Background: an optimization exercise with open tools, aiming at small area. Do not read the settings as production practice.
RTL that was checked went through simulation tests only; none was proved equivalent to the original.
For runs 3 and 4, only the layout was checked, not whether the RTL still works.
The clock port is modelled as an ideal driver; clocking choices that lean on that would not hold on a real chip.
Power and IR drop assume default switching activity.

## design/flow/config.mk

```make
export PLATFORM = sky130hd
export DESIGN_NAME = exam1
export DESIGN_NICKNAME = exam1
export VERILOG_FILES = /design/flow/design.v
export SDC_FILE = /design/flow/constraint.sdc
export NUM_CORES = 4
export LEC_CHECK = 0
export ABC_AREA = 1
export CAP_MARGIN = 20
export CORE_MARGIN = 2
export CORE_UTILIZATION = 40
export SLEW_MARGIN = 20
```

## design/flow/constraint.sdc

```tcl
create_clock -name core_clock -period 20.0 [get_ports {clk}]
set_input_delay 4.0000 -clock core_clock [delete_from_list [all_inputs] [get_ports {clk}]]
set_output_delay 4.0000 -clock core_clock [all_outputs]
set_load 0.01 [all_outputs]
```

## design/flow/design.v

```verilog
module exam1(rst,key_in,clk,rw,rs,en,data,intr_n,cs_n,rd_n,wr_n,data_reg,adata,key);
 input clk,rst;
 input [7:0] adata;
 input intr_n;
 output cs_n,rd_n,wr_n;
 output rs,en,rw;
 output [7:0] data;
 output reg [7:0] data_reg;
 input [1:0] key_in;
 output key;
 assign key = 1'b0;
 assign rw  = 1'b0;
 reg [2:0] cj;
 reg lcd_clk;
 wire c5 = cj[2] & ~cj[1];
 wire lcd_tick = c5 & ~lcd_clk;
 assign en = lcd_clk;
 always @(posedge clk or negedge rst)
   if (!rst) begin
     cj <= 3'b000;
     lcd_clk <= 1'b0;
   end else begin
     cj <= {cj[1:0], ~cj[2]};
     lcd_clk <= lcd_clk ^ c5;
   end
 reg [3:0] ast;
 wire a_start = (ast == 4'd11);
 wire a_wait  = (ast == 4'd12);
 wire a_read  = (ast == 4'd13) | (ast == 4'd14) | (ast == 4'd15);
 assign wr_n = ~a_start;
 assign rd_n = ~a_read;
 assign cs_n = ~(a_start | a_read);
 always @(posedge clk or negedge rst)
   if (!rst) begin
     ast <= 4'd0;
     data_reg <= 8'd0;
   end else if (lcd_tick) begin
     if (!(a_wait & intr_n)) ast <= ast + 4'd1;
     if (ast == 4'd15) data_reg <= adata;
   end
 reg flag;
 reg [2:0] cnt;
 reg [3:0] s0, m0, h0;
 reg [2:0] s1, m1;
 reg [1:0] h1;
 wire flag_now = key_in[1] & ~key_in[0] | flag & ~(~key_in[1] & key_in[0]);
 wire e0 = (cnt == 3'd5);
 wire e1 = e0 & s0[0] & s0[3];
 wire e2 = e1 & s1[0] & s1[2];
 wire e3 = e2 & m0[0] & m0[3];
 wire e4 = e3 & m1[0] & m1[2];
 always @(posedge clk or negedge rst)
   if (!rst) begin
     flag <= 1'b1;
     cnt <= 3'd0;
     s0 <= 0; s1 <= 0; m0 <= 0; m1 <= 0; h0 <= 0; h1 <= 0;
   end else begin
     flag <= flag_now;
     if (cnt == 3'd4) cnt <= 3'd5;
     else if (cnt == 3'd5) cnt <= {2'b00, flag_now};
     else if (flag_now) cnt <= cnt + 3'd1;
     s0[0] <= s0[0] ^ e0;
     s0[1] <= s0[1] ^ (e0 & s0[0] & ~s0[3]);
     s0[2] <= s0[2] ^ (e0 & s0[0] & s0[1]);
     s0[3] <= s0[3] ^ (e0 & s0[0] & (s0[3] | s0[1] & s0[2]));
     s1[0] <= s1[0] ^ e1;
     s1[1] <= s1[1] ^ (e1 & s1[0] & ~s1[2]);
     s1[2] <= s1[2] ^ (e1 & s1[0] & (s1[1] | s1[2]));
     m0[0] <= m0[0] ^ e2;
     m0[1] <= m0[1] ^ (e2 & m0[0] & ~m0[3]);
     m0[2] <= m0[2] ^ (e2 & m0[0] & m0[1]);
     m0[3] <= m0[3] ^ (e2 & m0[0] & (m0[3] | m0[1] & m0[2]));
     m1[0] <= m1[0] ^ e3;
     m1[1] <= m1[1] ^ (e3 & m1[0] & ~m1[2]);
     m1[2] <= m1[2] ^ (e3 & m1[0] & (m1[1] | m1[2]));
     h0[0] <= h0[0] ^ e4;
     h0[1] <= h0[1] ^ (e4 & h0[0] & ~h0[3]);
     h0[2] <= h0[2] ^ (e4 & h0[0] & h0[1] & ~h1[1]);
     h0[3] <= h0[3] ^ (e4 & h0[0] & (h0[3] | h0[1] & h0[2]));
     h1[0] <= h1[0] ^ (e4 & h0[0] & h0[3]);
     h1[1] <= h1[1] ^ (e4 & h0[0] & (h0[3] & h1[0] | h0[1] & h1[1]));
   end
 function [4:0] d10;   
   input [4:0] t;
   d10 = (t >= 5'd10) ? {1'b1, t[3:0] - 4'd10} : {1'b0, t[3:0]};
 endfunction
 wire k5 = ~((~data_reg[7]) | (~data_reg[6] & ~data_reg[5]));
 wire [2:0] v5 = {(data_reg[7] & ~data_reg[6] & ~data_reg[5]), ~((~data_reg[6]) | (data_reg[7] & ~data_reg[5])), (~data_reg[7] & data_reg[5]) | (data_reg[7] & ~data_reg[5])};
 wire k4 = ~((~v5[2] & ~v5[1]) | (~v5[0] & ~data_reg[4]));
 wire [2:0] v4 = {(v5[2] & data_reg[4]) | (v5[1] & ~v5[0] & ~data_reg[4]), ~((~v5[0]) | (v5[2] & data_reg[4]) | (v5[1] & ~data_reg[4])), ~((~v5[2] & ~v5[1] & ~data_reg[4]) | (v5[1] & data_reg[4]))};
 wire k3 = ~((~v4[2] & ~v4[1]) | (~v4[0] & ~data_reg[3]));
 wire [2:0] v3 = {(v4[2] & data_reg[3]) | (v4[1] & ~v4[0] & ~data_reg[3]), ~((~v4[0]) | (v4[2] & data_reg[3]) | (v4[1] & ~data_reg[3])), ~((~v4[2] & ~v4[1] & ~data_reg[3]) | (v4[1] & data_reg[3]))};
 wire k2 = ~((~v3[2] & ~v3[1]) | (~v3[0] & ~data_reg[2]));
 wire [2:0] v2 = {(v3[2] & data_reg[2]) | (v3[1] & ~v3[0] & ~data_reg[2]), ~((~v3[0]) | (v3[2] & data_reg[2]) | (v3[1] & ~data_reg[2])), ~((~v3[2] & ~v3[1] & ~data_reg[2]) | (v3[1] & data_reg[2]))};
 wire k1 = ~((~v2[2] & ~v2[1]) | (~v2[0] & ~data_reg[1]));
 wire [2:0] v1 = {(v2[2] & data_reg[1]) | (v2[1] & ~v2[0] & ~data_reg[1]), ~((~v2[0]) | (v2[2] & data_reg[1]) | (v2[1] & ~data_reg[1])), ~((~v2[2] & ~v2[1] & ~data_reg[1]) | (v2[1] & data_reg[1]))};
 wire k0 = ~((~v1[2] & ~v1[1]) | (~v1[0] & ~data_reg[0]));
 wire [2:0] v0 = {(v1[2] & data_reg[0]) | (v1[1] & ~v1[0] & ~data_reg[0]), ~((~v1[0]) | (v1[2] & data_reg[0]) | (v1[1] & ~data_reg[0])), (v1[2] & ~data_reg[0]) | (~v1[2] & ~v1[1] & data_reg[0]) | (v1[1] & v1[0] & ~data_reg[0])};
 wire [5:0] q = {k5, k4, k3, k2, k1, k0};
 wire [4:0] u2 = d10({1'b0, q[5:2]});
 wire [4:0] u1 = d10({u2[3:0], q[1]});
 wire [4:0] u0 = d10({u1[3:0], q[0]});
 wire [3:0] ad_h = {1'b0, u2[4], u1[4], u0[4]};
 wire [3:0] ad_t = u0[3:0];
 wire [3:0] ad_o = {v0, 1'b0};
 reg [5:0] p;
 wire [6:0] pi = {1'b0, p} + 7'd1;
 always @(posedge clk or negedge rst)
   if (!rst) p <= 6'd24;
   else if (lcd_tick) p <= pi[5:0] | (pi[6] ? 6'd29 : 6'd0);
 reg [3:0] dig;
 assign rs = ~((~p[5] & ~p[2]) | (~p[5] & ~p[1]) | (~p[4] & p[3] & p[2] & p[1] & ~p[0]));
 assign data[4] = ~((~p[5] & ~p[0]) | (~p[5] & p[1]) | (~p[3] & ~p[2]) | (~p[4] & ~p[1] & p[0]) | (p[3] & p[2] & p[0]) | (p[3] & p[2] & p[1]) | (~p[4] & ~p[3] & ~p[0]) | (p[4] & ~p[3] & p[1] & p[0]) | (p[4] & p[3] & p[1] & ~p[0]));
 assign data[5] = (~p[3] & p[1] & p[0]) | (p[5] & p[4]) | (p[5] & p[3] & ~p[2]) | (p[5] & p[3] & ~p[1] & p[0]) | (p[3] & ~p[2] & ~p[1] & p[0]);
 assign data[6] = ~((p[3] & ~p[2]) | (p[3] & ~p[1] & p[0]) | (p[5] & p[4] & p[2]) | (~p[4] & ~p[3] & p[1] & p[0]) | (~p[5] & ~p[1]));
 assign data[7] = (~p[5] & p[2] & ~p[1] & p[0]) | (~p[4] & p[3] & p[2] & p[1] & ~p[0]);
 wire isdig = ~((~p[5]) | (~p[4] & ~p[1] & p[0]) | (~p[4] & p[2]) | (~p[3] & ~p[2]) | (~p[3] & ~p[1] & ~p[0]) | (p[3] & p[2] & p[0]) | (p[4] & p[3] & p[1] & ~p[0]) | (~p[3] & p[1] & p[0]));
 wire lo0 = (~p[4] & ~p[3] & p[2] & ~p[0]) | (~p[4] & p[3] & p[1] & p[0]) | (~p[5] & p[2] & p[1] & p[0]) | (p[4] & ~p[3] & p[0]) | (p[5] & ~p[2] & p[1] & ~p[0]) | (~p[5] & p[2] & ~p[1] & ~p[0]);
 wire lo1 = (~p[5] & ~p[2] & p[1]) | (~p[3] & p[1] & ~p[0]) | (p[5] & p[4] & ~p[2] & p[0]) | (~p[4] & p[2] & p[1] & p[0]) | (~p[4] & p[3] & ~p[2]) | (p[4] & ~p[3] & p[2] & ~p[0]) | (p[5] & p[3] & ~p[1] & ~p[0]);
 wire lo2 = (~p[4] & ~p[2] & ~p[0]) | (~p[3] & ~p[1] & p[0]) | (~p[5] & p[1] & p[0]) | (p[3] & ~p[2] & p[1]) | (p[5] & ~p[2] & ~p[1]) | (p[5] & p[3] & ~p[1] & ~p[0]) | (p[4] & ~p[3] & p[2] & p[1]);
 wire lo3 = (~p[4] & ~p[2] & ~p[0]) | (~p[3] & p[2] & p[1] & p[0]) | (~p[2] & ~p[1] & p[0]) | (~p[5] & p[1] & ~p[0]) | (p[4] & ~p[3] & ~p[1]) | (p[5] & p[3] & ~p[2]) | (p[4] & ~p[3] & p[0]);
 assign data[3:0] = isdig ? dig : {lo3, lo2, lo1, lo0};
 wire sel_ad_h = (~p[4] & ~p[3]);
 wire sel_ad_t = (~p[4] & ~p[1]);
 wire sel_ad_o = (~p[4] & ~p[0]);
 wire sel_h1 = (p[2] & ~p[0]);
 wire sel_h0 = (p[2] & ~p[1] & p[0]);
 wire sel_m1 = (p[4] & p[2] & p[1]);
 wire sel_m0 = (p[3] & ~p[1] & ~p[0]);
 wire sel_s1 = (p[4] & p[1] & ~p[0]);
 wire sel_s0 = (p[3] & p[1] & p[0]);
 wire [3:0] dsel = ({4{sel_ad_h}} & ad_h) | ({4{sel_ad_t}} & ad_t) | ({4{sel_ad_o}} & ad_o) | ({4{sel_h1}} & h1) | ({4{sel_h0}} & h0) | ({4{sel_m1}} & m1) | ({4{sel_m0}} & m0) | ({4{sel_s1}} & s1) | ({4{sel_s0}} & s0);
 always @(posedge clk)
   if (lcd_tick) dig <= dsel;
endmodule
```

## design/flow/flow/run.sh

```bash
#!/bin/bash
# Own layout flow: the standard ORFS flow, with these changes:
#  - synthesis maps the logic with an area-oriented ABC script (flow/area.abc)
#    and skips the half/full-adder extraction; registers are mapped exactly
#    as in the standard synthesis (same passes, same dfflibmap).
#  - ports are buffered with sky130_fd_sc_hd__buf_1.
#  - the clock reaches all flip-flops through a single clock buffer
#    (flow/cts1.tcl) instead of the CTS H-tree.
set -euo pipefail
W=$PWD
sed 's|log_cmd abc {\*}$abc_args|log_cmd abc {*}[lreplace $abc_args 1 1 $::env(MY_ABC_SCRIPT)]|' \
  "$FLOW_HOME/scripts/synth.tcl" > "$W/my_synth_core.tcl"
grep -q MY_ABC_SCRIPT "$W/my_synth_core.tcl"
sed "s|\$::env(SCRIPTS_DIR)/synth.tcl|$W/my_synth_core.tcl|" synth_recipe.tcl > "$W/my_synth.tcl"
grep -q my_synth_core "$W/my_synth.tcl"
export MY_ABC_SCRIPT="$W/flow/area.abc"
export MY_CLK_BUF=${MY_CLK_BUF:-sky130_fd_sc_hd__clkbuf_8}
export MY_CLK_K=${MY_CLK_K:-3}
ARGS=(SYNTH_SCRIPT="$W/my_synth.tcl" ADDER_MAP_FILE= "BUFFER_PORTS_ARGS=-buffer_cell sky130_fd_sc_hd__buf_1")
bash standard.sh "${ARGS[@]}" synth > "$W/synth.log" 2>&1
bash standard.sh "${ARGS[@]}" place > "$W/place.log" 2>&1
R=$W/orfs/results/sky130hd/exam1/base
export RESULTS_DIR=$R
export LIB_FILES=$FLOW_HOME/platforms/sky130hd/lib/sky130_fd_sc_hd__tt_025C_1v80.lib
export PLATFORM_DIR=$FLOW_HOME/platforms/sky130hd
openroad -no_init -exit "$W/flow/cts1.tcl" > "$W/cts1.log" 2>&1
bash standard.sh "${ARGS[@]}" finish > "$W/finish.log" 2>&1
```

## design/flow/flow/area.abc

```
strash
&get -n
&deepsyn -I 4 -J 50
&dch -f
&nf -R 1000
&put
```

## design/flow/flow/cts1.tcl

```tcl
set R $::env(RESULTS_DIR)
read_liberty $::env(LIB_FILES)
read_db $R/3_place.odb
read_sdc $R/3_place.sdc
source $::env(PLATFORM_DIR)/setRC.tcl
set K $::env(MY_CLK_K)
set block [ord::get_db_block]
set net [$block findNet clk]
set dbu [[ord::get_db_tech] getDbUnitsPerMicron]
set pins {}
set pts {}
foreach it [$net getITerms] {
  set inst [$it getInst]
  set loc [$inst getLocation]
  lappend pins "[$inst getName]/[[$it getMTerm] getName]"
  lappend pts [list [expr {double([lindex $loc 0]) / $dbu}] [expr {double([lindex $loc 1]) / $dbu}]]
}
set n [llength $pts]
# k-means, initial centres spread along x
set order [lsort -real -index 0 [lmap p $pts {set p}]]
set cs {}
for {set k 0} {$k < $K} {incr k} {
  lappend cs [lindex $order [expr {int(($k + 0.5) * $n / $K)}]]
}
for {set iter 0} {$iter < 50} {incr iter} {
  set asg {}
  foreach p $pts {
    set best 0; set bd 1e18
    for {set k 0} {$k < $K} {incr k} {
      set c [lindex $cs $k]
      set d [expr {pow([lindex $p 0] - [lindex $c 0], 2) + pow([lindex $p 1] - [lindex $c 1], 2)}]
      if {$d < $bd} { set bd $d; set best $k }
    }
    lappend asg $best
  }
  set ncs {}
  for {set k 0} {$k < $K} {incr k} {
    set sx 0; set sy 0; set m 0
    foreach p $pts a $asg {
      if {$a == $k} { set sx [expr {$sx + [lindex $p 0]}]; set sy [expr {$sy + [lindex $p 1]}]; incr m }
    }
    if {$m > 0} { lappend ncs [list [expr {$sx / $m}] [expr {$sy / $m}]] } else { lappend ncs [lindex $cs $k] }
  }
  set cs $ncs
}
for {set k 0} {$k < $K} {incr k} {
  set lp {}
  foreach pn $pins a $asg { if {$a == $k} { lappend lp [get_pins $pn] } }
  if {[llength $lp] == 0} continue
  puts "cluster $k: [llength $lp] sinks at [lindex $cs $k]"
  insert_buffer -buffer_cell $::env(MY_CLK_BUF) -load_pins $lp -location [lindex $cs $k] -buffer_name clkbuf_leaf_$k -net_name clknet_leaf_$k
}
set_propagated_clock [all_clocks]
detailed_placement
check_placement -verbose
estimate_parasitics -placement
report_clock_skew
report_checks -path_delay min
report_checks -path_delay max
report_check_types -max_slew -max_capacitance -violators
write_db $R/4_1_cts.odb
write_db $R/4_cts.odb
write_sdc $R/4_cts.sdc
```

## design/flow/standard.sh

```bash
#!/bin/bash
# synth_recipe.tcl (not shown) runs the flow's synth.tcl, then flattens the netlist and writes it again
# the make line also repeats each setting of config.mk as NAME=value (left out here)
make -C /OpenROAD-flow-scripts/flow DESIGN_CONFIG=/design/flow/config.mk WORK_HOME=/design/flow/orfs CLKGATE_MAP_FILE= SYNTH_SCRIPT=/design/flow/synth_recipe.tcl "${@:-finish}"
```

==> results.toml, run 1 <==
[worst_setup_path]
crit_arrival_ns = 2.46
startpoint_type = "flip-flop"
critPathSlowestCell = "dfrtp_1"
critPathMaxFanout = 15
endpoint_kind = "primary output"
critPathKind = "flip-flop to primary output"
slowest_delay_ns = 0.61
path_cells = "clkinv_1 -> nor2_1 -> nand2_1 -> a21o_1 -> and4_1 -> nand3_1 -> o211ai_1 -> o21a_1 -> buf_1"
critPathRequiredTime_ns = 16.00

[sta]
finalMaxSlewViolations = 0
setup_viol_count_final = 0
min_period_over_period = 0.323
fmax_mhz = 155
worst_pin_slew_ns = 0.585
hold_viol = 0
maxSlewHeadroom = 0.610
rsz0062_at_grt = "no"
fin_crit_ns = 6.46
fin_worst_skew_ns = 0.0289
tns_ns = 0

[global_routing]
track_usage = 0.160
grt_pass1_wl_mm = 10.2
grt_max_degree = 47
antenna_found_initial = 0
grt_pass1_vias = 2174
grt-ovfl-total = 0

[detailed_routing]
drc_errors = 0
first_pass_iters = 4
ant_nets = 0
vias = 2416
via_per_inst = 5.59
wire_per_inst_um = 13.8
drt-initial-drc-count = 116
wl_mm = 5.97

[yosys]
avgSynthCellArea_sq_um = 8.85
synth_cells = 315
ys_warn_count = 1
netlist_area_sq_um = 2790
synthFlopType = "dfrtp_1"
async_flop_share = 0.920
synthMuxAreaShare = 0.0319
synth_compound_area_frac = 0.192
synth_fa_ha_area_frac = 0
synth_top_family_by_area = "simple AND/OR/NAND/NOR gates"
synth-simple-area-share = 0.248
yosysSeqAreaShare = 0.457
synth_edf_count = 4
ys_seq_elements = 50
synth_xor_area_frac = 0.0534
ys_types = 45

[power]
finalPower_uw = 199
power_density_nw_per_um2 = 65.0
p_leak_uw = 0.00126
ir_drop_uv = 64.9

[final_layout]
largest_reg_flops = 8
nFillCells = 690
area_delta_synth_final_pct = 9.69
nets = 367
n_antenna_cell = 0
drive_gt1_frac = 0.0256

[cts]
clk_pin_slew_ns = 0.12
insertion_delay_ns = 0.18

[placement]
gp_congestion = 0.861
placement.io_buffers = 33
dp_hpwl_mm = 4.40

[floorplan]
design.core.area_sq_um = 6760
initial_utilization = 0.413
rows = 30
fp.dieW_um = 87.5
die_area_sq_um = 7650
die_h_um = 87.5
io-pin-count = 36

[status]
status = "complete, no violations"

[job]
maxCapViolations = 0

[hold_path]
hp-class = "flip-flop to flip-flop"
## cells in the mapped netlist (2+ instances only)
library cell / number / area [sq um]
nor2_1: 53 / 199
dfrtp_1: 43 / 1080
nand2_1: 32 / 120
a21oi_1: 24 / 120
o21ai_0: 15 / 75.1
xnor2_1: 11 / 96.3
and3_1: 10 / 62.6
nand3_1: 10 / 50.1
nor2b_1: 10 / 62.6
a31oi_1: 9 / 56.3
clkinv_1: 8 / 30.0
mux2_1: 7 / 78.8
nand2b_1: 6 / 37.5
xor2_1: 6 / 52.6
nor3_1: 5 / 25.0
o21a_1: 5 / 37.5
or3_1: 5 / 31.3
edfxtp_1: 4 / 120
a211oi_1: 3 / 22.5
a21o_1: 3 / 22.5
a32oi_1: 3 / 26.3
and2_0: 3 / 18.8
dfstp_2: 3 / 78.8
nand4_1: 3 / 18.8
o22a_1: 3 / 26.3
o31ai_1: 3 / 22.5
or2_0: 3 / 18.8
a22o_1: 2 / 17.5
a22oi_1: 2 / 15.0
buf_4: 2 / 15.0
nand4b_1: 2 / 17.5
nor4_1: 2 / 12.5
o211ai_1: 2 / 15.0
o221ai_1: 2 / 17.5
## cells by family after synthesis
logic type | Yosys count
mux | 8
flops | 50
other cells | 1
compound gates | 83
xor+xnor | 17
simple gates | 146
buf+inv | 10
## layer usage
metal,track usage,share of wire,vias to the layer above
met5,0,0,-
met4,0.0294,0.021,0
met3,0.00758,0.040,11
met2,0.258,0.45,58
met1,0.241,0.49,1131
li1,-,-,1216
## power by group
| group | leakage, uW | total [uW] | switching, uW | internal [uW] |
|---|---|---|---|---|
| Clock | 0.0000216 | 39.0 | 25.1 | 13.9 |
| Sequential | 0.000623 | 120 | 9.34 | 111 |
| Combinational | 0.000620 | 39.3 | 21.9 | 17.4 |
## area by class of cell
class	count	area (sq um)	share of cell area
Tap cell	80	100	0.0327
Clock buffer	3	41.3	0.0135
Inverter	8	30.0	0.00982
Sequential cell	50	1270	0.417
Multi-Input combinational cell	256	1470	0.481
Timing Repair Buffer	35	140	0.0458
## worst paths after layout
check	from	endpoint	slack, ns	depth (start not counted)
min in group asynchronous	rst	data_reg[4]	3.90	2
max in group asynchronous	rst	p[1]	15.68	2
worst min-delay path	cj[0]	cj[1]	0.37	0
worst max register to register	data_reg[7]	dig[1]	16.24	18
worst max-delay path	p[1]	data[1]	13.54	9
worst min register to register	cj[0]	cj[1]	0.37	0
## metrics by stage
stage	setup WS [ns]	utilization	std cells	hold slack [ns]	area, sq um
after global placement	13.83	0.446	429	0.333	3020
after global routing	13.23	0.453	432	0.395	3060
after detailed placement	13.73	0.446	429	0.341	3020
final	13.54	0.453	432	0.368	3060
after floorplan	14.06	-	316	0.331	2790
## layout by cell type (no fill, tap or decap), types with 8 or more instances in the layout
| cell | n |
|---|---|
| nand2_1 | 32 |
| o21ai_0 | 15 |
| a31oi_1 | 9 |
| and3_1 | 10 |
| nand3_1 | 10 |
| xnor2_1 | 11 |
| nor2_1 | 53 |
| nor2b_1 | 10 |
| clkinv_1 | 8 |
| dfrtp_1 | 43 |
| buf_1 | 32 |
| a21oi_1 | 24 |
## critical path, delay by kind of cell (launching register included)
family                 cells  cell delay [ns]
flip-flops                 1             0.61
buffers and inverters      2             0.35
AO/OA/AOI/OAI              3             0.43
AND/OR/NAND/NOR            4             0.91
==> run 2, diff against run 1 <==
--- a/design/flow/flow/run.sh
+++ b/design/flow/flow/run.sh
@@ -15,7 +15,7 @@
 grep -q my_synth_core "$W/my_synth.tcl"
 export MY_ABC_SCRIPT="$W/flow/area.abc"
 export MY_CLK_BUF=${MY_CLK_BUF:-sky130_fd_sc_hd__clkbuf_8}
-export MY_CLK_K=${MY_CLK_K:-3}
+export MY_CLK_K=${MY_CLK_K:-4}
 ARGS=(SYNTH_SCRIPT="$W/my_synth.tcl" ADDER_MAP_FILE= "BUFFER_PORTS_ARGS=-buffer_cell sky130_fd_sc_hd__buf_1")
 bash standard.sh "${ARGS[@]}" synth > "$W/synth.log" 2>&1
 bash standard.sh "${ARGS[@]}" place > "$W/place.log" 2>&1
--- a/design/flow/flow/cts1.tcl
+++ b/design/flow/flow/cts1.tcl
@@ -16,32 +16,34 @@
   lappend pts [list [expr {double([lindex $loc 0]) / $dbu}] [expr {double([lindex $loc 1]) / $dbu}]]
 }
 set n [llength $pts]
-# k-means, initial centres spread along x
-set order [lsort -real -index 0 [lmap p $pts {set p}]]
+# balanced clusters: split the sinks recursively along the longer side of
+# their bounding box, in proportion to the number of buffers on each side
+proc split_sinks {idx pts k} {
+  if {$k <= 1} { return [list $idx] }
+  set xs {}; set ys {}
+  foreach i $idx { lappend xs [lindex $pts $i 0]; lappend ys [lindex $pts $i 1] }
+  set xs [lsort -real $xs]; set ys [lsort -real $ys]
+  set axis [expr {([lindex $xs end] - [lindex $xs 0]) >= ([lindex $ys end] - [lindex $ys 0]) ? 0 : 1}]
+  set keyed {}
+  foreach i $idx { lappend keyed [list [lindex $pts $i $axis] $i] }
+  set srt {}
+  foreach e [lsort -real -index 0 $keyed] { lappend srt [lindex $e 1] }
+  set k1 [expr {$k / 2}]
+  set n1 [expr {int(round(double([llength $idx]) * $k1 / $k))}]
+  return [concat [split_sinks [lrange $srt 0 [expr {$n1 - 1}]] $pts $k1] \
+                 [split_sinks [lrange $srt $n1 end] $pts [expr {$k - $k1}]]]
+}
+set idxs {}
+for {set i 0} {$i < $n} {incr i} { lappend idxs $i }
+set groups [split_sinks $idxs $pts $K]
+set asg [lrepeat $n 0]
 set cs {}
-for {set k 0} {$k < $K} {incr k} {
-  lappend cs [lindex $order [expr {int(($k + 0.5) * $n / $K)}]]
-}
-for {set iter 0} {$iter < 50} {incr iter} {
-  set asg {}
-  foreach p $pts {
-    set best 0; set bd 1e18
-    for {set k 0} {$k < $K} {incr k} {
-      set c [lindex $cs $k]
-      set d [expr {pow([lindex $p 0] - [lindex $c 0], 2) + pow([lindex $p 1] - [lindex $c 1], 2)}]
-      if {$d < $bd} { set bd $d; set best $k }
-    }
-    lappend asg $best
-  }
-  set ncs {}
-  for {set k 0} {$k < $K} {incr k} {
-    set sx 0; set sy 0; set m 0
-    foreach p $pts a $asg {
-      if {$a == $k} { set sx [expr {$sx + [lindex $p 0]}]; set sy [expr {$sy + [lindex $p 1]}]; incr m }
-    }
-    if {$m > 0} { lappend ncs [list [expr {$sx / $m}] [expr {$sy / $m}]] } else { lappend ncs [lindex $cs $k] }
-  }
-  set cs $ncs
+set k 0
+foreach g $groups {
+  set sx 0; set sy 0
+  foreach i $g { lset asg $i $k; set sx [expr {$sx + [lindex $pts $i 0]}]; set sy [expr {$sy + [lindex $pts $i 1]}] }
+  lappend cs [list [expr {$sx / [llength $g]}] [expr {$sy / [llength $g]}]]
+  incr k
 }
 for {set k 0} {$k < $K} {incr k} {
   set lp {}
==> run 2 against run 1 <==
Still clean on timing, DRC and antenna. Die area is the same. Flip-flop and latch count is the same. Combinational power is essentially flat. Count of clock-buffer cells in the layout grew 1. First-iteration DRC count grew 9.5%. Setup slack gained 0.0038 ns. Global-route usage grew 0.18 points. Area after synthesis is the same.
==> results.toml, run 2 <==
[status]
status = "complete, no violations"

[worst_setup_path]
rr_worst_depth = 18
r2r_start = "data_reg[7]"
endpoint_kind = "primary output"
path_cells = "clkinv_1 -> nor2_1 -> nand2_1 -> a21o_1 -> and4_1 -> nand3_1 -> o211ai_1 -> o21a_1 -> buf_1"
critPathMaxFanout = 15
r2r_end = "dig[1]"
critPathSlowestCell = "dfrtp_1"
critPathRequiredTime_ns = 16.00
startpoint_type = "flip-flop"
crit_arrival_ns = 2.46
setup.reg_to_reg.worst_slack_ns = 16.25
critPathKind = "flip-flop to primary output"
slowest_delay_ns = 0.62

[power]
ir_drop_uv = 48.4
p_leak_uw = 0.00127
power_density_nw_per_um2 = 66.5
finalPower_uw = 204

[yosys]
ys_warn_count = 1
synth_top_area_share = 0.386
netlist_area_sq_um = 2790
avgSynthCellArea_sq_um = 8.85
synthFlopType = "dfrtp_1"
post-synth-top-count-cell = "nor2_1"
async_flop_share = 0.920
synth_edf_count = 4
synth_cells = 315
ys_seq_elements = 50
yosysSeqAreaShare = 0.457
synth_common_cells = "nor2_1 (53), dfrtp_1 (43), nand2_1 (32)"
synth_area_leaders = "dfrtp_1 (39%), nor2_1 (7.1%), a21oi_1 (4.3%)"
ys_types = 45
synth_top_cell_by_area = "dfrtp_1"

[sta]
hold_viol = 0
tns_ns = 0
maxSlewHeadroom = 0.610
worst_pin_slew_ns = 0.585
fin_worst_skew_ns = 0.0109
fmax_mhz = 155
finalMaxSlewViolations = 0
layout_setup_ws_ns = 13.54
setup_viol_count_final = 0
whs_ns = 0.356
fin_crit_ns = 6.46
min_period_over_period = 0.323
rsz0062_at_grt = "no"

[final_layout]
layout.cells.most_common = "nor2_1"
nets = 368
mostFrequentLayoutCells = "nor2_1 (53), dfrtp_1 (43), nand2_1 (32), buf_1 (32), a21oi_1 (24)"
regArea_sq_um = 1270
nFillCells = 692
multi_input_area_sq_um = 1470
n_antenna_cell = 0
area_delta_synth_final_pct = 10.2
drive_gt1_frac = 0.0283
largest_reg_flops = 8

[detailed_routing]
ant_nets = 0
drt-initial-drc-count = 127
first_pass_iters = 4
via_per_inst = 5.61
wire_per_inst_um = 14.0
vias = 2428
wl_mm = 6.04
drc_errors = 0

[global_routing]
antenna_found_initial = 0
track_usage = 0.162
grt_pass1_vias = 2193
grt-ovfl-total = 0
grt_pass1_wl_mm = 10.3
grt_max_degree = 47

[placement]
gp_congestion = 0.861
placement.io_buffers = 33
pre_cts_slack_ns = 13.73
dp_hpwl_mm = 4.40

[job]
maxCapViolations = 0

[cts]
clk_pin_slew_ns = 0.08
insertion_delay_ns = 0.15

[floorplan]
die_area_sq_um = 7650
die_h_um = 87.5
fp.dieW_um = 87.5
design.core.area_sq_um = 6760
initial_utilization = 0.413
io-pin-count = 36
rows = 30

[hold_path]
hp-start = "cj[0]"
min_to = "cj[1]"
hp-class = "flip-flop to flip-flop"
min_delay_path_depth = 0
run 2: cell counts after synthesis:
No cell type changed its count.
run 2: how the worst max path moves through the flow:
stage          start      end  slack (ns)  cells after the start
2_1_floorplan   p[1]  data[3]       14.06                      8
3_3_place_gp    p[1]  data[3]       13.83                      9
3_5_place_dp    p[1]  data[3]       13.73                      9
5_1_grt         p[1]  data[0]       13.26                      9
6_report        p[1]  data[1]       13.54                      9
run 2: layer usage:
layer,global-route usage,part of all wire,vias up
met5,0,0,-
met4,0.0280,0.016,0
met3,0.0123,0.045,10
met2,0.258,0.45,57
met1,0.244,0.49,1141
li1,-,-,1220
run 2: kinds of logic after synthesis:
family | Yosys count | share of synthesized area
other cells | 1 | 0.00135
xor+xnor | 17 | 0.0534
flops | 50 | 0.457
buf+inv | 10 | 0.0162
mux | 8 | 0.0319
simple gates | 146 | 0.248
compound gates | 83 | 0.192
run 2: area by class of cell:
class | instances | area share
Tap cell | 80 | 0.0326
Clock buffer | 4 | 0.0179
Timing Repair Buffer | 35 | 0.0456
Multi-Input combinational cell | 256 | 0.479
Sequential cell | 50 | 0.415
Inverter | 8 | 0.00978
run 2: critical path, delay by kind of cell, from the launching register on:
kind	cells	cell delay (ns)
AO/OA/AOI/OAI	3	0.43
flip-flops	1	0.62
AND/OR/NAND/NOR	4	0.90
buffers and inverters	2	0.36
run 2: metrics by stage:
stage,util,instances,area (sq um)
global placement,0.446,429,3020
floorplan,-,316,2790
global route,0.455,433,3070
detailed placement,0.446,429,3020
finish,0.455,433,3070
run 2: report_power, final:
group	internal (uW)	switching, uW
Combinational	17.4	21.8
Clock	18.4	25.9
Sequential	111	9.57
==> run 3, diff against run 2 <==
--- a/design/flow/design.v
+++ b/design/flow/design.v
@@ -40,45 +40,30 @@
    end
  reg flag;
  reg [2:0] cnt;
- reg [3:0] s0, m0, h0;
- reg [2:0] s1, m1;
- reg [1:0] h1;
+ reg [5:0] sec, mins;
+ reg [4:0] hr;
  wire flag_now = key_in[1] & ~key_in[0] | flag & ~(~key_in[1] & key_in[0]);
- wire e0 = (cnt == 3'd5);
- wire e1 = e0 & s0[0] & s0[3];
- wire e2 = e1 & s1[0] & s1[2];
- wire e3 = e2 & m0[0] & m0[3];
- wire e4 = e3 & m1[0] & m1[2];
+ wire e0 = (cnt == 3'd6);
+ wire sw = (sec == 6'd59);
+ wire mw = (mins == 6'd59);
+ wire hw = (hr == 5'd23);
  always @(posedge clk or negedge rst)
    if (!rst) begin
      flag <= 1'b1;
      cnt <= 3'd0;
-     s0 <= 0; s1 <= 0; m0 <= 0; m1 <= 0; h0 <= 0; h1 <= 0;
+     sec <= 0; mins <= 0; hr <= 0;
    end else begin
      flag <= flag_now;
-     if (cnt == 3'd4) cnt <= 3'd5;
-     else if (cnt == 3'd5) cnt <= {2'b00, flag_now};
+     if (cnt == 3'd4) cnt <= 3'd6;
+     else if (cnt == 3'd6) cnt <= {2'b00, flag_now};
      else if (flag_now) cnt <= cnt + 3'd1;
-     s0[0] <= s0[0] ^ e0;
-     s0[1] <= s0[1] ^ (e0 & s0[0] & ~s0[3]);
-     s0[2] <= s0[2] ^ (e0 & s0[0] & s0[1]);
-     s0[3] <= s0[3] ^ (e0 & s0[0] & (s0[3] | s0[1] & s0[2]));
-     s1[0] <= s1[0] ^ e1;
-     s1[1] <= s1[1] ^ (e1 & s1[0] & ~s1[2]);
-     s1[2] <= s1[2] ^ (e1 & s1[0] & (s1[1] | s1[2]));
-     m0[0] <= m0[0] ^ e2;
-     m0[1] <= m0[1] ^ (e2 & m0[0] & ~m0[3]);
-     m0[2] <= m0[2] ^ (e2 & m0[0] & m0[1]);
-     m0[3] <= m0[3] ^ (e2 & m0[0] & (m0[3] | m0[1] & m0[2]));
-     m1[0] <= m1[0] ^ e3;
-     m1[1] <= m1[1] ^ (e3 & m1[0] & ~m1[2]);
-     m1[2] <= m1[2] ^ (e3 & m1[0] & (m1[1] | m1[2]));
-     h0[0] <= h0[0] ^ e4;
-     h0[1] <= h0[1] ^ (e4 & h0[0] & ~h0[3]);
-     h0[2] <= h0[2] ^ (e4 & h0[0] & h0[1] & ~h1[1]);
-     h0[3] <= h0[3] ^ (e4 & h0[0] & (h0[3] | h0[1] & h0[2]));
-     h1[0] <= h1[0] ^ (e4 & h0[0] & h0[3]);
-     h1[1] <= h1[1] ^ (e4 & h0[0] & (h0[3] & h1[0] | h0[1] & h1[1]));
+     if (e0) begin
+       sec <= sw ? 6'd0 : sec + 6'd1;
+       if (sw) begin
+         mins <= mw ? 6'd0 : mins + 6'd1;
+         if (mw) hr <= hw ? 5'd0 : hr + 5'd1;
+       end
+     end
    end
  function [4:0] d10;   
    input [4:0] t;
@@ -120,16 +105,18 @@
  wire lo2 = (~p[4] & ~p[2] & ~p[0]) | (~p[3] & ~p[1] & p[0]) | (~p[5] & p[1] & p[0]) | (p[3] & ~p[2] & p[1]) | (p[5] & ~p[2] & ~p[1]) | (p[5] & p[3] & ~p[1] & ~p[0]) | (p[4] & ~p[3] & p[2] & p[1]);
  wire lo3 = (~p[4] & ~p[2] & ~p[0]) | (~p[3] & p[2] & p[1] & p[0]) | (~p[2] & ~p[1] & p[0]) | (~p[5] & p[1] & ~p[0]) | (p[4] & ~p[3] & ~p[1]) | (p[5] & p[3] & ~p[2]) | (p[4] & ~p[3] & p[0]);
  assign data[3:0] = isdig ? dig : {lo3, lo2, lo1, lo0};
- wire sel_ad_h = (~p[4] & ~p[3]);
- wire sel_ad_t = (~p[4] & ~p[1]);
- wire sel_ad_o = (~p[4] & ~p[0]);
- wire sel_h1 = (p[2] & ~p[0]);
- wire sel_h0 = (p[2] & ~p[1] & p[0]);
- wire sel_m1 = (p[4] & p[2] & p[1]);
- wire sel_m0 = (p[3] & ~p[1] & ~p[0]);
- wire sel_s1 = (p[4] & p[1] & ~p[0]);
- wire sel_s0 = (p[3] & p[1] & p[0]);
- wire [3:0] dsel = ({4{sel_ad_h}} & ad_h) | ({4{sel_ad_t}} & ad_t) | ({4{sel_ad_o}} & ad_o) | ({4{sel_h1}} & h1) | ({4{sel_h0}} & h0) | ({4{sel_m1}} & m1) | ({4{sel_m0}} & m0) | ({4{sel_s1}} & s1) | ({4{sel_s0}} & s0);
+ wire f_h = (p[2] & ~p[1]);
+ wire f_m = (p[4] & p[2] & p[1]) | (p[3] & ~p[1] & ~p[0]);
+ wire f_s = (p[4] & ~p[2] & p[1]);
+ wire f_q = (~p[4] & p[0]);
+ wire p_t = (p[4] & p[1] & ~p[0]) | (p[2] & p[1]) | (p[2] & ~p[0]);
+ wire p_o = (~p[1] & p[0]) | (p[3] & ~p[1]) | (p[3] & p[0]);
+ wire p_a = (~p[4] & ~p[0]);
+ wire [5:0] fv = ({6{f_h}} & {1'b0, hr}) | ({6{f_m}} & mins) | ({6{f_s}} & sec) | ({6{f_q}} & q);
+ wire [4:0] w2 = {~((~fv[5]) | (~fv[4] & ~fv[3])), (fv[5] & ~fv[4] & ~fv[3]), ~((~fv[4]) | (fv[5] & ~fv[3])), (~fv[5] & fv[3]) | (fv[5] & fv[4] & ~fv[3]), (fv[2])};
+ wire [4:0] w1 = {~((~w2[3] & ~w2[2]) | (w2[2] & ~w2[1] & ~w2[0])), (w2[2] & ~w2[1] & ~w2[0]) | (w2[3] & w2[0]), (~w2[2] & w2[1]) | (w2[3] & ~w2[0]) | (w2[1] & w2[0]), (~w2[3] & ~w2[2] & w2[0]) | (w2[3] & ~w2[0]) | (w2[2] & w2[1] & ~w2[0]), (fv[1])};
+ wire [4:0] w0 = {~((~w1[3] & ~w1[2]) | (w1[2] & ~w1[1] & ~w1[0])), (w1[2] & ~w1[1] & ~w1[0]) | (w1[3] & w1[0]), (~w1[2] & w1[1]) | (w1[3] & ~w1[0]) | (w1[1] & w1[0]), (~w1[3] & ~w1[2] & w1[0]) | (w1[3] & ~w1[0]) | (w1[2] & w1[1] & ~w1[0]), (fv[0])};
+ wire [3:0] dsel = ({4{p_t}} & {1'b0, w2[4], w1[4], w0[4]}) | ({4{p_o}} & w0[3:0]) | ({4{p_a}} & ad_o);
  always @(posedge clk)
    if (lcd_tick) dig <= dsel;
 endmodule
==> run 3 against run 2 <==
Still clean on timing, DRC and antenna. Non-clock buffer count unchanged. Setup slack worse by 0.28 ns. Die area is 2.0% lower. Area after synthesis fell by 2.1%. Flip-flop and latch count fell by 3. Count of clock-buffer cells in the layout unchanged.
==> results.toml, run 3 <==
[yosys]
synth_cells = 310
ys_seq_elements = 47
synth_edf_count = 4
post-synth-top-count-cell = "nor2_1"
ys_warn_count = 1
netlist_area_sq_um = 2730
synth_common_cells = "nor2_1 (43), dfrtp_1 (40), a21oi_1 (31), nand2_1 (31), o21ai_0 (17)"
avgSynthCellArea_sq_um = 8.80
synth_top_area_share = 0.367
synth_top_cell_by_area = "dfrtp_1"
synth_area_leaders = "dfrtp_1 (37%), nor2_1 (5.9%), a21oi_1 (5.7%)"
synthFlopType = "dfrtp_1"
async_flop_share = 0.915
ys_types = 50
yosysSeqAreaShare = 0.440

[final_layout]
final_cells = 428
mostFrequentLayoutCells = "nor2_1 (43), dfrtp_1 (40), buf_1 (32)"
drive_gt1_frac = 0.0287
layout.cells.most_common = "nor2_1"
nets = 363
n_antenna_cell = 0
area_delta_synth_final_pct = 10.4
largest_reg_flops = 8

[hold_path]
min_to = "cj[1]"
hp-start = "cj[0]"
min_delay_path_depth = 0
hp-class = "flip-flop to flip-flop"

[sta]
maxSlewHeadroom = 0.562
rsz0062_at_grt = "no"
hold_viol = 0
setup_viol_count_final = 0
worst_pin_slew_ns = 0.651
layout_setup_ws_ns = 13.26
tns_ns = 0
fin_worst_skew_ns = 0.00885
fmax_mhz = 148
finalMaxSlewViolations = 0
min_period_over_period = 0.337
fin_crit_ns = 6.74

[global_routing]
track_usage = 0.166
antenna_found_initial = 0
grt_max_degree = 44
grt-ovfl-total = 0
grt_pass1_wl_mm = 10.6
grt_pass1_vias = 2309

[status]
status = "complete, no violations"

[worst_setup_path]
crit_family = "compound AO/OA/AOI/OAI gates"
r2r_end = "dig[1]"
slowest_delay_ns = 0.72
cp_common_cell = "o211ai_1"
critPathSlowestCell = "dfrtp_1"
setup.reg_to_reg.worst_slack_ns = 15.76
path_cells = "nor2b_1 -> o21ai_0 -> o211ai_1 -> o211ai_1 -> nand2_1 -> or2_0 -> mux2_1 -> buf_1"
startpoint_type = "flip-flop"
critPathMaxFanout = 22
critPathKind = "flip-flop to primary output"
rr_worst_depth = 19
r2r_start = "data_reg[7]"
crit_arrival_ns = 2.74
critPathRequiredTime_ns = 16.00
path_buf_inv = 1
endpoint_kind = "primary output"

[placement]
place_inst = 424
gp_congestion = 0.965
placement.io_buffers = 33
pre_cts_slack_ns = 13.46
dp_hpwl_mm = 4.53

[detailed_routing]
drc_errors = 0
wl_mm = 6.07
first_pass_iters = 7
drt-initial-drc-count = 183
ant_nets = 0
via_per_inst = 5.69
wire_per_inst_um = 14.2
vias = 2434

[floorplan]
initial_utilization = 0.408
fp.dieW_um = 86.6
design.core.area_sq_um = 6680
io-pin-count = 36
die_area_sq_um = 7500
die_h_um = 86.6
rows = 30

[cts]
clk_pin_slew_ns = 0.09
insertion_delay_ns = 0.14

[power]
power_density_nw_per_um2 = 63.2
p_leak_uw = 0.00120
ir_drop_uv = 47.7

[job]
maxCapViolations = 0
## run 3: layer usage
layer  wire [um]  share of wire  GRT usage
met1        2880           0.48      0.241
met2        2720           0.45      0.269
met3         314          0.052     0.0162
met4         152          0.025     0.0398
met5           0              0          0
## run 3: cell families (layout without fill, tap and decap cells)
logic type,count (synthesis),in the layout,synth area share
AO/OA/AOI/OAI,96,96,0.229
XOR/XNOR,9,9,0.0289
buffers and inverters,10,47,0.0165
flip-flops,47,47,0.440
multiplexers,9,9,0.0367
other,1,2,0.00137
AND/OR/NAND/NOR,138,138,0.248
## run 3: area by class of cell
| type | instances | area, sq um |
|---|---|---|
| clock buffers | 4 | 55.1 |
| fillers | 691 | 3670 |
| inverters | 8 | 30.0 |
| multi-input cells | 254 | 1490 |
| flip-flops and latches | 47 | 1200 |
| well taps | 80 | 100 |
| repair buffers | 35 | 140 |
## run 3: report_power, final
part           leakage (uW)  switching (uW)  total [uW]  internal, uW
logic              0.000603            17.9        31.5          13.6
clock network     0.0000288            25.7        44.1          18.4
registers          0.000572            9.05         115           106
## run 3: how the worst max path moves through the flow
stage	cells after the start	to	slack [ns]	start
floorplan	7	data[0]	13.76	p[0]
finish	8	data[0]	13.26	p[0]
detailed placement	8	data[0]	13.46	p[0]
global route	8	data[0]	12.97	p[0]
global placement	8	data[0]	13.57	p[0]
## run 3: per-stage QoR
| step | area [sq um] | total power [uW] | hold slack [ns] | util |
|---|---|---|---|---|
| 6_report | 3010 | 190 | 0.353 | 0.451 |
| 3_5_place_dp | 2960 | 149 | 0.347 | 0.443 |
| 2_1_floorplan | 2730 | 138 | 0.331 | - |
| 5_1_grt | 3010 | 202 | 0.363 | 0.451 |
| 3_3_place_gp | 2960 | 147 | 0.337 | 0.443 |
==> run 4, diff against run 3 <==
--- a/design/flow/flow/run.sh
+++ b/design/flow/flow/run.sh
@@ -15,7 +15,7 @@
 grep -q my_synth_core "$W/my_synth.tcl"
 export MY_ABC_SCRIPT="$W/flow/area.abc"
 export MY_CLK_BUF=${MY_CLK_BUF:-sky130_fd_sc_hd__clkbuf_8}
-export MY_CLK_K=${MY_CLK_K:-4}
+export MY_CLK_K=${MY_CLK_K:-3}
 ARGS=(SYNTH_SCRIPT="$W/my_synth.tcl" ADDER_MAP_FILE= "BUFFER_PORTS_ARGS=-buffer_cell sky130_fd_sc_hd__buf_1")
 bash standard.sh "${ARGS[@]}" synth > "$W/synth.log" 2>&1
 bash standard.sh "${ARGS[@]}" place > "$W/place.log" 2>&1
==> run 4 against run 3 <==
Still clean on timing, DRC and antenna. Synthesized cell count did not move. Maximum frequency fell by 0.59%. Combinational power barely moved. Clock power fell by 11%. Sequential power barely moved. Critical endpoint unchanged. Highest routed layer unchanged.
==> results.toml, run 4 <==
[detailed_routing]
drt-initial-drc-count = 152
ant_nets = 0
wire_per_inst_um = 14.2
first_pass_iters = 5
via_per_inst = 5.67
drc_errors = 0
wl_mm = 6.08
vias = 2419

[yosys]
ys_warn_count = 1
async_flop_share = 0.915
synth_edf_count = 4
ys_seq_elements = 47
ys_types = 50
synth_top_cell_by_area = "dfrtp_1"
avgSynthCellArea_sq_um = 8.80
synth_top_area_share = 0.367
yosysSeqAreaShare = 0.440
netlist_area_sq_um = 2730
synth_common_cells = "nor2_1 (43), dfrtp_1 (40), a21oi_1 (31), nand2_1 (31), o21ai_0 (17)"
synth_area_leaders = "dfrtp_1 (37%), nor2_1 (5.9%), a21oi_1 (5.7%)"
post-synth-top-count-cell = "nor2_1"
synth_cells = 310
synthFlopType = "dfrtp_1"

[status]
status = "complete, no violations"

[sta]
fin_crit_ns = 6.78
whs_ns = 0.359
rsz0062_at_grt = "no"
maxSlewHeadroom = 0.552
fin_worst_skew_ns = 0.00555
fmax_mhz = 148
hold_viol = 0
finalMaxSlewViolations = 0
min_period_over_period = 0.339
tns_ns = 0
layout_setup_ws_ns = 13.22
setup_viol_count_final = 0
worst_pin_slew_ns = 0.665

[final_layout]
n_antenna_cell = 0
layout.cells.most_common = "nor2_1"
area_delta_synth_final_pct = 9.90
drive_gt1_frac = 0.0259
nets = 362
mostFrequentLayoutCells = "nor2_1 (43), dfrtp_1 (40), buf_1 (32)"
largest_reg_flops = 8

[worst_setup_path]
r2r_end = "dig[1]"
critPathRequiredTime_ns = 16.00
r2r_start = "data_reg[7]"
slowest_delay_ns = 0.73
path_cells = "nor2b_1 -> o21ai_0 -> o211ai_1 -> o211ai_1 -> nand2_1 -> or2_0 -> mux2_1 -> buf_1"
endpoint_kind = "primary output"
rr_worst_depth = 19
cp_common_cell = "o211ai_1"
crit_start = "p[0]"
critPathKind = "flip-flop to primary output"
critPathSlowestCell = "dfrtp_1"
startpoint_type = "flip-flop"
critPathMaxFanout = 22
crit_arrival_ns = 2.78
setup.reg_to_reg.worst_slack_ns = 15.74

[power]
p_leak_uw = 0.00120
power_density_nw_per_um2 = 61.8
ir_drop_uv = 59.1

[global_routing]
antenna_found_initial = 0
grt-ovfl-total = 0
grt_pass1_vias = 2304
track_usage = 0.167
grt_max_degree = 44
grt_pass1_wl_mm = 10.6

[cts]
clk_pin_slew_ns = 0.10
insertion_delay_ns = 0.16

[placement]
dp_hpwl_mm = 4.53
pre_cts_slack_ns = 13.46
placement.io_buffers = 33
gp_congestion = 0.965

[floorplan]
die_h_um = 86.6
die_area_sq_um = 7500
design.core.area_sq_um = 6680
initial_utilization = 0.408
io-pin-count = 36
fp.dieW_um = 86.6
rows = 30

[hold_path]
min_delay_path_depth = 0
hp-start = "cj[0]"
hp-class = "flip-flop to flip-flop"
min_to = "cj[1]"

[job]
maxCapViolations = 0
==> run 4: changes by cell type in the layout (fill, tap and decap cells not counted) <==
cell,before,now
clkbuf_8,4,3
==> run 4: final cells by class <==
class                           count  area, sq um
Fill cell                         691         3680
Multi-Input combinational cell    254         1490
Sequential cell                    47         1200
Timing Repair Buffer               35          140
Tap cell                           80          100
Clock buffer                        3         41.3
Inverter                            8         30.0
==> run 4: worst max-delay path by stage <==
stage               slack [ns]  depth (start not counted)      end
floorplan                13.76                          7  data[0]
global placement         13.57                          8  data[0]
detailed placement       13.46                          8  data[0]
global route             12.94                          8  data[0]
finish                   13.22                          8  data[0]
==> run 4: layer usage <==
metal / track usage / wire, um / vias to the layer above
li1: - / - / 1206
met1: 0.241 / 2910 / 1114
met2: 0.270 / 2720 / 80
met3: 0.0133 / 283 / 19
met4: 0.0455 / 163 / 0
met5: 0 / 0 / -
==> run 4: cells by family (layout without fill, tap and decap cells) <==
kind of cell,after synthesis,in the layout,synth area share
compound gates,96,96,0.229
xor+xnor,9,9,0.0289
buf+inv,10,46,0.0165
flops,47,47,0.440
mux,9,9,0.0367
other cells,1,2,0.00137
simple gates,138,138,0.248
==> run 4: where the power goes <==
group,internal (uW),leakage (uW),switching [uW]
Sequential,106,0.000572,9.03
Combinational,13.6,0.000603,17.9
Clock,14.0,0.0000216,25.1
Total,133,0.00120,52.1
==> run 4: metrics by stage <==
step | util | area, sq um | std cells | power [uW]
2_1_floorplan | - | 2730 | 311 | 138
3_3_place_gp | 0.443 | 2960 | 424 | 147
3_5_place_dp | 0.443 | 2960 | 424 | 149
5_1_grt | 0.449 | 3000 | 427 | 198
6_report | 0.449 | 3000 | 427 | 185
==> run 4: worst max-delay path: cells and delay by family, from the launching register on <==
family / cells / cell delay (ns)
DFF: 1 / 0.73
AOI/OAI and AO/OA: 3 / 0.85
muxes: 1 / 0.34
buffers and inverters: 1 / 0.13
and+or+nand+nor: 3 / 0.57
==> run 5, diff against run 4 <==
==> design/flow/design.v (replaced) <==
module exam1(rst,key_in,clk,rw,rs,en,data,intr_n,cs_n,rd_n,wr_n,data_reg,adata,key);
 input clk,rst;
 input [7:0] adata;
 input intr_n;
 output cs_n,rd_n,wr_n;
 output rs,en,rw;
 output [7:0] data;
 output reg [7:0] data_reg;
 input [1:0] key_in;
 output key;
 assign key = 1'b0;
 assign rw  = 1'b0;
 reg [2:0] cj;
 reg lcd_clk;
 wire c5 = cj[2] & ~cj[1];
 wire lcd_tick = c5 & ~lcd_clk;
 assign en = lcd_clk;
 always @(posedge clk or negedge rst)
   if (!rst) begin
     cj <= 3'b000;
     lcd_clk <= 1'b0;
   end else begin
     cj <= {cj[1:0], ~cj[2]};
     lcd_clk <= lcd_clk ^ c5;
   end
 reg [3:0] ast;
 wire a_start = (ast == 4'd11);
 wire a_wait  = (ast == 4'd12);
 wire a_read  = (ast == 4'd13) | (ast == 4'd14) | (ast == 4'd15);
 assign wr_n = ~a_start;
 assign rd_n = ~a_read;
 assign cs_n = ~(a_start | a_read);
 always @(posedge clk or negedge rst)
   if (!rst) begin
     ast <= 4'd0;
     data_reg <= 8'd0;
   end else if (lcd_tick) begin
     if (!(a_wait & intr_n)) ast <= ast + 4'd1;
     if (ast == 4'd15) data_reg <= adata;
   end
 reg flag;
 reg [2:0] cnt;
 reg [5:0] sec, mins;
 reg [4:0] hr;
 wire flag_now = key_in[1] & ~key_in[0] | flag & ~(~key_in[1] & key_in[0]);
 wire e0 = (cnt == 3'd6);
 wire sw = (sec == 6'd59);
 wire mw = (mins == 6'd59);
 wire hw = (hr == 5'd23);
 always @(posedge clk or negedge rst)
   if (!rst) begin
     flag <= 1'b1;
     cnt <= 3'd0;
     sec <= 0; mins <= 0; hr <= 0;
   end else begin
     flag <= flag_now;
     if (cnt == 3'd4) cnt <= 3'd6;
     else if (cnt == 3'd6) cnt <= {2'b00, flag_now};
     else if (flag_now) cnt <= cnt + 3'd1;
     if (e0) begin
       sec <= sw ? 6'd0 : sec + 6'd1;
       if (sw) begin
         mins <= mw ? 6'd0 : mins + 6'd1;
         if (mw) hr <= hw ? 5'd0 : hr + 5'd1;
       end
     end
   end
 function [4:0] d10;   
   input [4:0] t;
   d10 = (t >= 5'd10) ? {1'b1, t[3:0] - 4'd10} : {1'b0, t[3:0]};
 endfunction
 wire k5 = ~((~data_reg[7]) | (~data_reg[6] & ~data_reg[5]));
 wire [2:0] v5 = {(data_reg[7] & ~data_reg[6] & ~data_reg[5]), ~((~data_reg[6]) | (data_reg[7] & ~data_reg[5])), (~data_reg[7] & data_reg[5]) | (data_reg[7] & data_reg[6] & ~data_reg[5])};
 wire k4 = ~((~v5[2] & ~v5[1]) | (~v5[2] & ~v5[0] & ~data_reg[4]));
 wire [2:0] v4 = {(v5[2] & data_reg[4]) | (v5[1] & ~v5[0] & ~data_reg[4]), (v5[2] & ~data_reg[4]) | (~v5[1] & v5[0]) | (v5[0] & data_reg[4]), (v5[2] & ~data_reg[4]) | (~v5[2] & ~v5[1] & data_reg[4]) | (v5[1] & v5[0] & ~data_reg[4])};
 wire k3 = ~((~v4[2] & ~v4[1]) | (~v4[2] & ~v4[0] & ~data_reg[3]));
 wire [2:0] v3 = {(v4[2] & data_reg[3]) | (v4[1] & ~v4[0] & ~data_reg[3]), (v4[2] & ~data_reg[3]) | (~v4[1] & v4[0]) | (v4[0] & data_reg[3]), (v4[2] & ~data_reg[3]) | (~v4[2] & ~v4[1] & data_reg[3]) | (v4[1] & v4[0] & ~data_reg[3])};
 wire k2 = ~((~v3[2] & ~v3[1]) | (~v3[2] & ~v3[0] & ~data_reg[2]));
 wire [2:0] v2 = {(v3[2] & data_reg[2]) | (v3[1] & ~v3[0] & ~data_reg[2]), (v3[2] & ~data_reg[2]) | (~v3[1] & v3[0]) | (v3[0] & data_reg[2]), (v3[2] & ~data_reg[2]) | (~v3[2] & ~v3[1] & data_reg[2]) | (v3[1] & v3[0] & ~data_reg[2])};
 wire k1 = ~((~v2[2] & ~v2[1]) | (~v2[2] & ~v2[0] & ~data_reg[1]));
 wire [2:0] v1 = {(v2[2] & data_reg[1]) | (v2[1] & ~v2[0] & ~data_reg[1]), (v2[2] & ~data_reg[1]) | (~v2[1] & v2[0]) | (v2[0] & data_reg[1]), (v2[2] & ~data_reg[1]) | (~v2[2] & ~v2[1] & data_reg[1]) | (v2[1] & v2[0] & ~data_reg[1])};
 wire k0 = ~((~v1[2] & ~v1[1]) | (~v1[2] & ~v1[0] & ~data_reg[0]));
 wire [2:0] v0 = {(v1[2] & data_reg[0]) | (v1[1] & ~v1[0] & ~data_reg[0]), (v1[2] & ~data_reg[0]) | (~v1[1] & v1[0]) | (v1[0] & data_reg[0]), (v1[2] & ~data_reg[0]) | (~v1[2] & ~v1[1] & data_reg[0]) | (v1[1] & v1[0] & ~data_reg[0])};
 wire [5:0] q = {k5, k4, k3, k2, k1, k0};
 wire [4:0] u2 = d10({1'b0, q[5:2]});
 wire [4:0] u1 = d10({u2[3:0], q[1]});
 wire [4:0] u0 = d10({u1[3:0], q[0]});
 wire [3:0] ad_h = {1'b0, u2[4], u1[4], u0[4]};
 wire [3:0] ad_t = u0[3:0];
 wire [3:0] ad_o = {v0, 1'b0};
 reg [5:0] p;
 always @(posedge clk or negedge rst)
   if (!rst) p <= 6'd21;
   else if (lcd_tick) p <= (p == 6'd60) ? 6'd26 : p + 6'd1;
 reg [3:0] dig;
 assign rs = ~((~p[5] & ~p[3]) | (~p[5] & ~p[2] & ~p[1]) | (~p[5] & ~p[2] & ~p[0]) | (~p[4] & p[3] & ~p[2] & p[1] & p[0]));
 assign data[4] = ~((~p[4] & ~p[3] & ~p[2]) | (~p[4] & p[1] & ~p[0]) | (p[3] & p[2]) | (p[3] & p[1]) | (p[4] & p[2] & p[1] & p[0]) | (~p[5] & ~p[1]) | (p[4] & ~p[3] & ~p[1] & ~p[0]));
 assign data[5] = ~((~p[5] & p[0]) | (~p[4] & ~p[2] & p[0]) | (~p[4] & ~p[3] & ~p[2] & p[1]) | (~p[4] & p[3] & p[2] & ~p[1] & ~p[0]) | (~p[5] & p[3]));
 assign data[6] = (~p[4] & ~p[2] & p[0]) | (~p[4] & ~p[3] & ~p[2] & p[1]) | (~p[4] & p[3] & p[2]) | (p[4] & ~p[3] & ~p[2] & ~p[1] & ~p[0]) | (~p[5] & p[3] & p[2]) | (~p[5] & ~p[2] & p[1] & p[0]);
 assign data[7] = (~p[5] & ~p[2] & p[1] & ~p[0]) | (~p[4] & p[3] & ~p[2] & p[1] & p[0]);
 wire isdig = ~((~p[5]) | (~p[3] & ~p[2] & ~p[1]) | (p[4] & p[2] & p[1] & p[0]) | (p[3] & p[1]) | (p[2] & ~p[1] & ~p[0]) | (~p[4] & p[1] & ~p[0]) | (~p[4] & p[3] & p[0]) | (~p[4] & ~p[3] & ~p[2]));
 wire lo0 = (~p[4] & ~p[3] & p[0]) | (~p[5] & p[2] & ~p[1] & ~p[0]) | (p[3] & p[2] & p[1] & p[0]) | (p[5] & p[4] & ~p[3] & p[2]) | (~p[4] & p[3] & p[2] & ~p[0]) | (p[4] & ~p[3] & ~p[1] & ~p[0]) | (~p[5] & ~p[2] & ~p[1] & p[0]);
 wire lo1 = ~((p[3] & ~p[2] & p[1]) | (p[2] & ~p[1] & p[0]) | (p[4] & p[2] & ~p[0]) | (~p[4] & ~p[2] & ~p[0]) | (~p[5] & ~p[1] & p[0]) | (p[5] & p[4] & p[1]) | (~p[4] & ~p[3] & ~p[1] & p[0]));
 wire lo2 = ~((p[3] & ~p[2] & p[1]) | (~p[3] & ~p[2] & ~p[1]) | (~p[4] & ~p[1] & ~p[0]) | (~p[4] & p[1] & p[0]) | (p[5] & p[4] & p[3]) | (~p[5] & ~p[3] & ~p[0]) | (~p[3] & ~p[1] & p[0]) | (~p[5] & ~p[2] & p[0]));
 wire lo3 = (p[2] & p[1] & ~p[0]) | (~p[5] & p[1] & p[0]) | (p[5] & p[4] & ~p[3]) | (p[3] & p[2] & ~p[1] & p[0]) | (~p[4] & ~p[3] & p[2]);
 assign data[3:0] = isdig ? dig : {lo3, lo2, lo1, lo0};
 wire f_h = (~p[3] & ~p[2]);
 wire f_m = (p[4] & p[2] & ~p[1]);
 wire f_s = (p[3]) | (p[4] & p[2] & p[1]);
 wire f_q = (~p[4] & ~p[0]);
 wire p_t = ~((p[2] & ~p[1] & p[0]) | (~p[2] & ~p[0]) | (~p[4] & p[1]));
 wire p_o = (p[2] & ~p[1] & p[0]) | (p[1] & ~p[0]) | (p[3]);
 wire p_a = (~p[4] & p[0]);
 wire [5:0] fv = ({6{f_h}} & {1'b0, hr}) | ({6{f_m}} & mins) | ({6{f_s}} & sec) | ({6{f_q}} & q);
 wire [4:0] w2 = {~((~fv[5]) | (~fv[4] & ~fv[3])), (fv[5] & ~fv[4] & ~fv[3]), ~((~fv[4]) | (fv[5] & ~fv[3])), (~fv[5] & fv[3]) | (fv[5] & fv[4] & ~fv[3]), (fv[2])};
 wire [4:0] w1 = {~((~w2[3] & ~w2[2]) | (w2[2] & ~w2[1] & ~w2[0])), (w2[2] & ~w2[1] & ~w2[0]) | (w2[3] & w2[0]), (~w2[2] & w2[1]) | (w2[3] & ~w2[0]) | (w2[1] & w2[0]), (~w2[3] & ~w2[2] & w2[0]) | (w2[3] & ~w2[0]) | (w2[2] & w2[1] & ~w2[0]), (fv[1])};
 wire [4:0] w0 = {~((~w1[3] & ~w1[2]) | (w1[2] & ~w1[1] & ~w1[0])), (w1[2] & ~w1[1] & ~w1[0]) | (w1[3] & w1[0]), (~w1[2] & w1[1]) | (w1[3] & ~w1[0]) | (w1[1] & w1[0]), (~w1[3] & ~w1[2] & w1[0]) | (w1[3] & ~w1[0]) | (w1[2] & w1[1] & ~w1[0]), (fv[0])};
 wire [3:0] dsel = ({4{p_t}} & {1'b0, w2[4], w1[4], w0[4]}) | ({4{p_o}} & w0[3:0]) | ({4{p_a}} & ad_o);
 always @(posedge clk)
   if (lcd_tick) dig <= dsel;
endmodule
==> run 5 against run 4 <==
Final area decreased by 1.5%. Synthesized cell count shrank 0.65%. Sequential power rose by 3%. Critical path type unchanged. Clock skew fell by 0.0031 ns. Maximum frequency is 2.4% higher. Clock power hardly changed. Worst hold slack better by 0.0060 ns. Non-clock buffer count unchanged. Global-route usage rose by 0.054 points. Die area fell by 1.5%. Utilization up 1.1 points. Largest power group unchanged.
==> results.toml, run 5 <==
[yosys]
synth_edf_count = 4
synth_top_area_share = 0.363
synth_top_cell_by_area = "dfrtp_1"
ys_warn_count = 1
avgSynthCellArea_sq_um = 8.72
ys_seq_elements = 47
netlist_area_sq_um = 2690
post-synth-top-count-cell = "nor2_1"
synth_cells = 308
synthFlopType = "dfrtp_1"
ys_types = 44
async_flop_share = 0.915
yosysSeqAreaShare = 0.447
synth_area_leaders = "dfrtp_1 (36%), a21oi_1 (7.6%), nor2_1 (6.0%)"
synth_common_cells = "nor2_1 (43), a21oi_1 (41), dfrtp_1 (39)"

[status]
status = "complete, no violations"

[power]
ir_drop_uv = 48.4
swShare = 0.301
clkPwrFrac = 0.195
pwr-share-comb = 0.214
p_sw_uw = 60.5
p_int_uw = 140
p_leak_uw = 0.00119
p_seq_frac = 0.591
finalPower_uw = 201
power_density_nw_per_um2 = 68.0

[detailed_routing]
first_pass_iters = 5
via_per_inst = 5.61
drt-initial-drc-count = 167
wire_per_inst_um = 14.1
vias = 2369
drc_errors = 0
wl_mm = 5.97
ant_nets = 0

[floorplan]
initial_utilization = 0.418
die_h_um = 86.0
design.core.area_sq_um = 6420
die_area_sq_um = 7390
rows = 29
fp.dieW_um = 86.0
io-pin-count = 36

[cts]
insertion_delay_ns = 0.16
clk_pin_slew_ns = 0.10

[worst_setup_path]
critPathMaxFanout = 15
startpoint_type = "flip-flop"
endpoint_kind = "primary output"
crit_arrival_ns = 2.62
critPathKind = "flip-flop to primary output"
critPathRequiredTime_ns = 16.00

[final_layout]
nFillCells = 634
largest_reg_flops = 8
drive_gt1_frac = 0.0290
mostFrequentLayoutCells = "nor2_1 (43), a21oi_1 (41), dfrtp_1 (39)"
nets = 360
area_delta_synth_final_pct = 9.92
layout.cells.most_common = "nor2_1"
n_antenna_cell = 0

[global_routing]
grt_pass1_wl_mm = 10.4
grt-ovfl-total = 0
grt_pass1_vias = 2220
track_usage = 0.167
grt_max_degree = 44
antenna_found_initial = 0

[sta]
worst_pin_slew_ns = 0.598
maxSlewHeadroom = 0.596
hold_viol = 0
fmax_mhz = 151
setup_viol_count_final = 0
finalMaxSlewViolations = 0
min_period_over_period = 0.331
fin_crit_ns = 6.62
rsz0062_at_grt = "no"
tns_ns = 0
fin_worst_skew_ns = 0.00244

[placement]
gp_congestion = 0.847
placement.io_buffers = 33
dp_hpwl_mm = 4.38

[job]
maxCapViolations = 0

[hold_path]
hp-class = "flip-flop to flip-flop"
run 5: cell count changes after synthesis, moves of 3 or more:
cell	change
o22ai_1	+3
nor3_1	+8
nor2b_1	-9
o31ai_1	+4
nand4_1	-5
xnor2_1	+3
nand2_1	-3
nand2b_1	-5
a21oi_1	+10
a222oi_1	+3
run 5: cells by family (layout without fill, tap and decap cells):
kind of cell / count (synthesis) / after routing / share of synthesized area
flops: 47 / 47 / 0.447
simple gates: 129 / 129 / 0.231
mux: 7 / 7 / 0.0293
xor+xnor: 13 / 13 / 0.0424
buf+inv: 10 / 46 / 0.0168
other cells: 1 / 2 / 0.00140
compound gates: 101 / 101 / 0.232
run 5: critical path, stage by stage (launching register included):
cell      delay, ns
dfstp_2        0.69
nand2b_1       0.27
a21oi_1        0.13
a31oi_1        0.15
o211ai_1       0.12
or4_1          0.66
o21ai_0        0.14
o21a_1         0.14
buf_1          0.15
run 5: worst paths after layout:
check,cells after the start,endpoint,from,slack [ns]
max,8,data[2],p[4],13.38
min,0,cj[1],cj[0],0.36
max reg2reg,18,dig[1],data_reg[5],15.82
min reg2reg,0,cj[1],cj[0],0.36
max in group asynchronous,2,flag,rst,15.72
min in group asynchronous,2,sec[0],rst,3.90
run 5: per-layer routing:
metal	GRT usage	routed length, um	vias to the layer above
li1	-	-	1199
met1	0.244	2920	1098
met2	0.276	2660	64
met3	0.00962	271	8
met4	0.0332	119	0
met5	0	0	-
run 5: area by class of cell:
cell class | instances | area, sq um | share of cell area
flip-flops and latches | 47 | 1200 | 0.407
well taps | 77 | 96.3 | 0.0326
multi-input cells | 252 | 1440 | 0.489
repair buffers | 35 | 140 | 0.0475
inverters | 8 | 30.0 | 0.0102
clock buffers | 3 | 41.3 | 0.0140
run 5: per-stage QoR:
stage          hold slack, ns  instances  area [sq um]  setup WS (ns)   util
3_3_place_gp            0.343        419          2910          13.67  0.453
2_1_floorplan           0.331        309          2690          13.85      -
6_report                0.365        422          2950          13.38  0.460
5_1_grt                 0.372        422          2950          13.17  0.460
3_5_place_dp            0.345        419          2910          13.59  0.453
run 5: power groups by stage:
stage | Sequential (uW) | Clock, uW | Combinational, uW
after floorplan | 118 | 0 | 34.3
after global placement | 121 | 0 | 42.3
after detailed placement | 121 | 0 | 43.5
after global routing | 121 | 43.1 | 50.6
final | 119 | 39.1 | 43.0

[afterwards: timing with drivers on the ports]
How much do the figures lean on ideal ports? The routed layouts below were timed once more, with nothing changed but the port constraints. Step 1 (the two cells are an assumption about what drives the block):
set clk [get_ports {clk}]
set_driving_cell -lib_cell sky130_fd_sc_hd__clkbuf_16 $clk
set_driving_cell -lib_cell sky130_fd_sc_hd__buf_2 [delete_from_list [all_inputs] $clk]
Step 2 also shifts input and output timing later by t, the mid clock arrival at the registers, as if the neighbouring blocks saw the same clock. Slacks: ideal / step 1 / step 2; pairs: ideal / step 1.
run | t, ns | setup slack, ns | clock arrival spread, ns | cell pins on the clock port's net
run 1 | 0.213 | 13.538 / 13.487 / 13.699 | 0.028 / 0.029 | 3
run 2 | 0.203 | 13.542 / 13.482 / 13.684 | 0.011 / 0.011 | 4
run 3 | 0.198 | 13.264 / 13.206 / 13.404 | 0.009 / 0.010 | 4
run 4 | 0.206 | 13.223 / 13.173 / 13.379 | 0.006 / 0.006 | 3
run 5 | 0.205 | 13.380 / 13.331 / 13.536 | 0.003 / 0.002 | 3
After both steps every run listed still meets setup and hold.
